From an optimization exercise on the open Yosys and OpenROAD flow, aimed at small area; shortcuts taken in it are not production practice. Only simulation tests tie the RTL to the original design; equivalence was not proved. The clock input has no modelled driver; a real chip could not lean on it and would need a root buffer or a full tree. Power is estimated from default activity; no workload was simulated.

// report_tx
module report_tx(
	input clk,
	input rst,
	input [55:0] frame,
	input send_frame,
	input send_nosig,
	output tx,
	output frame_done,
	output nosig_done
    );
	reg act_q;
	reg [5:0] b_q;
	reg [6:0] s_q;
	reg [9:0] p_q;
	wire act_d;
	wire [5:0] b_d;
	wire [6:0] s_d;
	wire [9:0] p_d;
	report_tx_logic L(.rst(rst), .frame(frame), .send_frame(send_frame),
		.send_nosig(send_nosig), .act_q(act_q), .b_q(b_q), .s_q(s_q), .p_q(p_q),
		.act_d(act_d), .b_d(b_d), .s_d(s_d), .p_d(p_d),
		.tx(tx), .frame_done(frame_done), .nosig_done(nosig_done));
	always @(posedge clk) begin
		act_q <= act_d;
		b_q <= b_d;
		s_q <= s_d;
		p_q <= p_d;
	end
endmodule
Size: about 230 cells after synthesis, ~24 flip-flops, about 63 I/O pins, about 1600 um^2 of cells after synthesis.
Settings: LEC_CHECK=0, CAP_MARGIN=20, CORE_MARGIN=2, CORE_UTILIZATION=40, GPL_TIMING_DRIVEN=0, SLEW_MARGIN=20; clock period 10.0 ns.
standard.sh (not shown) runs the stock make flow with config.mk's settings and CLKGATE_MAP_FILE= SYNTH_SCRIPT=/design/flow/synth_recipe.tcl, a recipe that flattens the netlist after the stock synthesis.
==> flow/flow/run.sh <==
#!/bin/bash
# Layout flow: the standard flow (standard.sh) with these changes:
#  - synthesis is run once per ABC mapping script in flow/abc_*.script
#    (area-oriented scripts; adders are left to ABC: no ADDER_MAP_FILE),
#    each with and without yosys's own "abc -fast" step inside synth
#    (SYNTH_ARGS=-noabc), and the run with the smallest cell area is kept.  Only the mapping of
#    the combinational logic differs between runs; the registers are the
#    standard synthesis's.
#  - port buffers are the smallest buffer cell (buf_1)
#  - the clock tree is a single buffer (buf_12) (flow/my_clkbuf.tcl) placed
#    at the centre of the registers, in place of clock_tree_synthesis; the
#    clock port drives only this buffer, and every register gets the clock
#    from it
# Each run's full output goes to a log file in this folder.
set -euo pipefail
W=$PWD
rm -rf "$W/scripts"
cp -r "$FLOW_HOME/scripts" "$W/scripts"
cp "$W/flow/my_clkbuf.tcl" "$W/scripts/my_clkbuf.tcl"
grep -q '^log_cmd clock_tree_synthesis {\*}$cts_args$' "$W/scripts/cts.tcl"
sed -i 's|^log_cmd clock_tree_synthesis {\*}$cts_args$|source $::env(SCRIPTS_DIR)/my_clkbuf.tcl\nbench_single_clock_buffer sky130_fd_sc_hd__buf_12|' "$W/scripts/cts.tcl"
grep -q '^my_single_clock_buffer' "$W/scripts/cts.tcl"
best=""
bestarea=""
bestsc=""
bestextra=()
for sc in "$W"/flow/abc_*.script; do
  for mode in std noabc; do
    n=$(basename "$sc" .script)_$mode
    extra=()
    [[ $mode == noabc ]] && extra=(SYNTH_ARGS=-noabc)
    cp "$sc" "$W/scripts/abc_speed.script"
    cp "$sc" "$W/scripts/abc_area.script"
    rm -rf "$W/orfs"
    if bash standard.sh synth SCRIPTS_DIR="$W/scripts" ADDER_MAP_FILE= "${extra[@]}" > "$W/synth_$n.log" 2>&1; then
      a=$(grep -h "Chip area for module" "$W"/orfs/reports/*/*/*/synth_stat.txt | awk '{print $NF}')
      echo "$n $a" >> "$W/synth_areas.log"
      if [[ -z "$best" ]] || awk -v a="$a" -v b="$bestarea" 'BEGIN{exit !(a<b)}'; then
        best=$n; bestarea=$a; bestsc=$sc; bestextra=("${extra[@]}")
      fi
      rm -rf "$W/orfs_$n"; mv "$W/orfs" "$W/orfs_$n"
    fi
  done
done
echo "best $best $bestarea" >> "$W/synth_areas.log"
rm -rf "$W/orfs"
mv "$W/orfs_$best" "$W/orfs"
cp "$bestsc" "$W/scripts/abc_speed.script"
cp "$bestsc" "$W/scripts/abc_area.script"
for d in "$W"/orfs_abc_*; do rm -rf "$d"; done
bash standard.sh finish SCRIPTS_DIR="$W/scripts" ADDER_MAP_FILE= "${bestextra[@]}" \
  BUFFER_PORTS_ARGS="-buffer_cell sky130_fd_sc_hd__buf_1" > "$W/layout.log" 2>&1
Other scripts of this flow, unchanged in this note and not shown: flow/flow/abc_1.script, flow/flow/abc_10.script, flow/flow/abc_11.script, flow/flow/abc_12.script, flow/flow/abc_13.script, flow/flow/abc_14.script, flow/flow/abc_15.script, flow/flow/abc_2.script, flow/flow/abc_3.script, flow/flow/abc_4.script, flow/flow/abc_5.script, flow/flow/abc_6.script, flow/flow/abc_7.script, flow/flow/abc_8.script, flow/flow/abc_9.script, flow/flow/my_clkbuf.tcl
Next try:
==> flow/flow/abc_16.script (new file) <==
strash
balance
&get -n
&nf -a -R 1000 -p -C 32
&put
mfs3 -ae -R 4
strash
&get -n
&nf -a -R 1000 -p -C 32
&put
mfs3 -ae -R 4
topo
==> flow/flow/abc_17.script (new file) <==
strash
balance
&get -n
&nf -a -R 1000 -p -C 32
&put
mfs3 -ae -R 4
strash
&get -n
&nf -a -R 1000 -p -C 32
&put
mfs3 -ae -R 4
strash
&get -n
&nf -a -R 1000 -p -C 32
&put
mfs3 -ae -R 4
topo
==> flow/flow/abc_18.script (new file) <==
strash
balance
&get -n
&nf -a -R 1000 -p -C 32
&put
mfs3 -ae -R 4
strash
&get -n
&nf -a -R 1000 -p -C 32
&put
mfs3 -ae -R 4
strash
&get -n
&nf -a -R 1000 -p -C 32
&put
mfs3 -ae -R 4
strash
&get -n
&nf -a -R 1000 -p -C 32
&put
mfs3 -ae -R 4
topo
==> flow/flow/abc_19.script (new file) <==
strash
balance
&get -n
&nf -a -R 1000 -p -C 32
&put
mfs3 -ae -R 4
strash
&get -n
&nf -a -R 1000 -p -C 32
&put
mfs3 -ae -R 4
strash
&get -n
&nf -a -R 1000 -p -C 32
&put
mfs3 -ae -R 4
strash
&get -n
&nf -a -R 1000 -p -C 32
&put
mfs3 -ae -R 4
strash
&get -n
&nf -a -R 1000 -p -C 32
&put
mfs3 -ae -R 4
topo
==> flow/flow/abc_20.script (new file) <==
strash
balance
&get -n
&nf -a -R 1000 -p -C 32
&put
mfs3 -ae -R 4
strash
&get -n
&nf -a -R 1000 -p -C 32
&put
mfs3 -ae -R 4
strash
&get -n
&nf -a -R 1000 -p -C 32
&put
mfs3 -ae -R 4
strash
&get -n
&nf -a -R 1000 -p -C 32
&put
mfs3 -ae -R 4
strash
&get -n
&nf -a -R 1000 -p -C 32
&put
mfs3 -ae -R 4
strash
&get -n
&nf -a -R 1000 -p -C 32
&put
mfs3 -ae -R 4
topo
==> flow/flow/abc_21.script (new file) <==
strash
&get -n
&nf -a -R 1000 -p -C 32
&put
mfs3 -ae -R 4
strash
&get -n
&nf -a -R 1000 -p -C 32
&put
mfs3 -ae -R 4
strash
&get -n
&nf -a -R 1000 -p -C 32
&put
mfs3 -ae -R 4
topo
==> flow/flow/abc_22.script (new file) <==
strash
&get -n
&nf -a -R 1000 -p -C 32
&put
mfs3 -ae -R 4
strash
&get -n
&nf -a -R 1000 -p -C 32
&put
mfs3 -ae -R 4
strash
&get -n
&nf -a -R 1000 -p -C 32
&put
mfs3 -ae -R 4
strash
&get -n
&nf -a -R 1000 -p -C 32
&put
mfs3 -ae -R 4
strash
&get -n
&nf -a -R 1000 -p -C 32
&put
mfs3 -ae -R 4
topo
==> flow/flow/abc_23.script (new file) <==
strash
balance
&get -n
&nf -a -R 1000 -p -C 32
&put
mfs3 -ae -R 4
strash
&get -n
&nf -a -R 1000 -p -C 32
&put
mfs3 -ae -R 4
strash
&get -n
&nf -a -R 1000 -p -C 32
&put
mfs3 -ae -R 4
strash
&get -n
&nf -a -R 1000 -p -C 32
&put
mfs3 -ae -R 4
strash
&get -n
&nf -a -R 1000 -p -C 32
&put
mfs3 -ae -R 4
strash
&get -n
&nf -a -R 1000 -p -C 32
&put
mfs3 -ae -R 4
strash
&get -n
&nf -a -R 1000 -p -C 32
&put
mfs3 -ae -R 4
topo
==> flow/flow/abc_24.script (new file) <==
strash
balance
&get -n
&nf -a -R 1000 -p -C 32
&put
mfs3 -ae -R 4
strash
&get -n
&nf -a -R 1000 -p -C 32
&put
mfs3 -ae -R 4
strash
&get -n
&nf -a -R 1000 -p -C 32
&put
mfs3 -ae -R 4
strash
&get -n
&nf -a -R 1000 -p -C 32
&put
mfs3 -ae -R 4
strash
&get -n
&nf -a -R 1000 -p -C 32
&put
mfs3 -ae -R 4
strash
&get -n
&nf -a -R 1000 -p -C 32
&put
mfs3 -ae -R 4
strash
&get -n
&nf -a -R 1000 -p -C 32
&put
mfs3 -ae -R 4
strash
&get -n
&nf -a -R 1000 -p -C 32
&put
mfs3 -ae -R 4
topo
==> flow/flow/abc_25.script (new file) <==
strash
balance
&get -n
&nf -a -R 1000 -p -C 32
&put
mfs3 -ae -R 4
strash
&get -n
&dch -f
&nf -a -R 1000 -p -C 32
&put
mfs3 -ae -R 4
strash
&get -n
&nf -a -R 1000 -p -C 32
&put
mfs3 -ae -R 4
strash
&get -n
&dch -f
&nf -a -R 1000 -p -C 32
&put
mfs3 -ae -R 4
strash
&get -n
&nf -a -R 1000 -p -C 32
&put
mfs3 -ae -R 4
strash
&get -n
&dch -f
&nf -a -R 1000 -p -C 32
&put
mfs3 -ae -R 4
topo
==> flow/flow/abc_26.script (new file) <==
strash
balance
&get -n
&nf -a -R 1000 -p -C 32
&put
mfs3 -ae -R 4
strash
&get -n
&nf -a -R 1000 -p -C 32
&put
mfs3 -ae -R 4
strash
&get -n
&dch -f
&nf -a -R 1000 -p -C 32
&put
mfs3 -ae -R 4
strash
&get -n
&nf -a -R 1000 -p -C 32
&put
mfs3 -ae -R 4
strash
&get -n
&dch -f
&nf -a -R 1000 -p -C 32
&put
mfs3 -ae -R 4
strash
&get -n
&nf -a -R 1000 -p -C 32
&put
mfs3 -ae -R 4
topo
Result: The new run ran to the end with no violations; clock power is about the same; worst setup slack is worse by 0.34 ns; power barely changes; final cell count falls by about 3.3%; global-route usage fell by 0.49 points.
In every run of this note, the design's own scripts or RTL, not TritonCTS, make the clock network.

==> what the ideal ports hide <==
Ports are ideal in the flow. The routed layouts listed here were re-timed in OpenROAD. Step 1 assumes that a clkbuf_16 drives the clock port and a buf_2 every other input. Step 2 also shifts input and output timing later by t, the mid clock arrival at the registers, as if the neighbouring blocks saw the same clock. a / b / c = ideal / step 1 / step 2; a / b = the first two.
run | t, ns | slack for setup (ns) | hold WS [ns]
the first run | 0.158 | 4.373 / 4.354 / 4.354 | 0.439 / 0.439 / 0.439
the second run | 0.158 | 4.029 / 3.999 / 4.157 | 0.457 / 0.457 / 0.457
After both steps setup and hold are still met in every run listed. For the first run, which loses most, drivers alone change the setup slack by -0.019 ns; drivers and shift together by -0.019 ns.
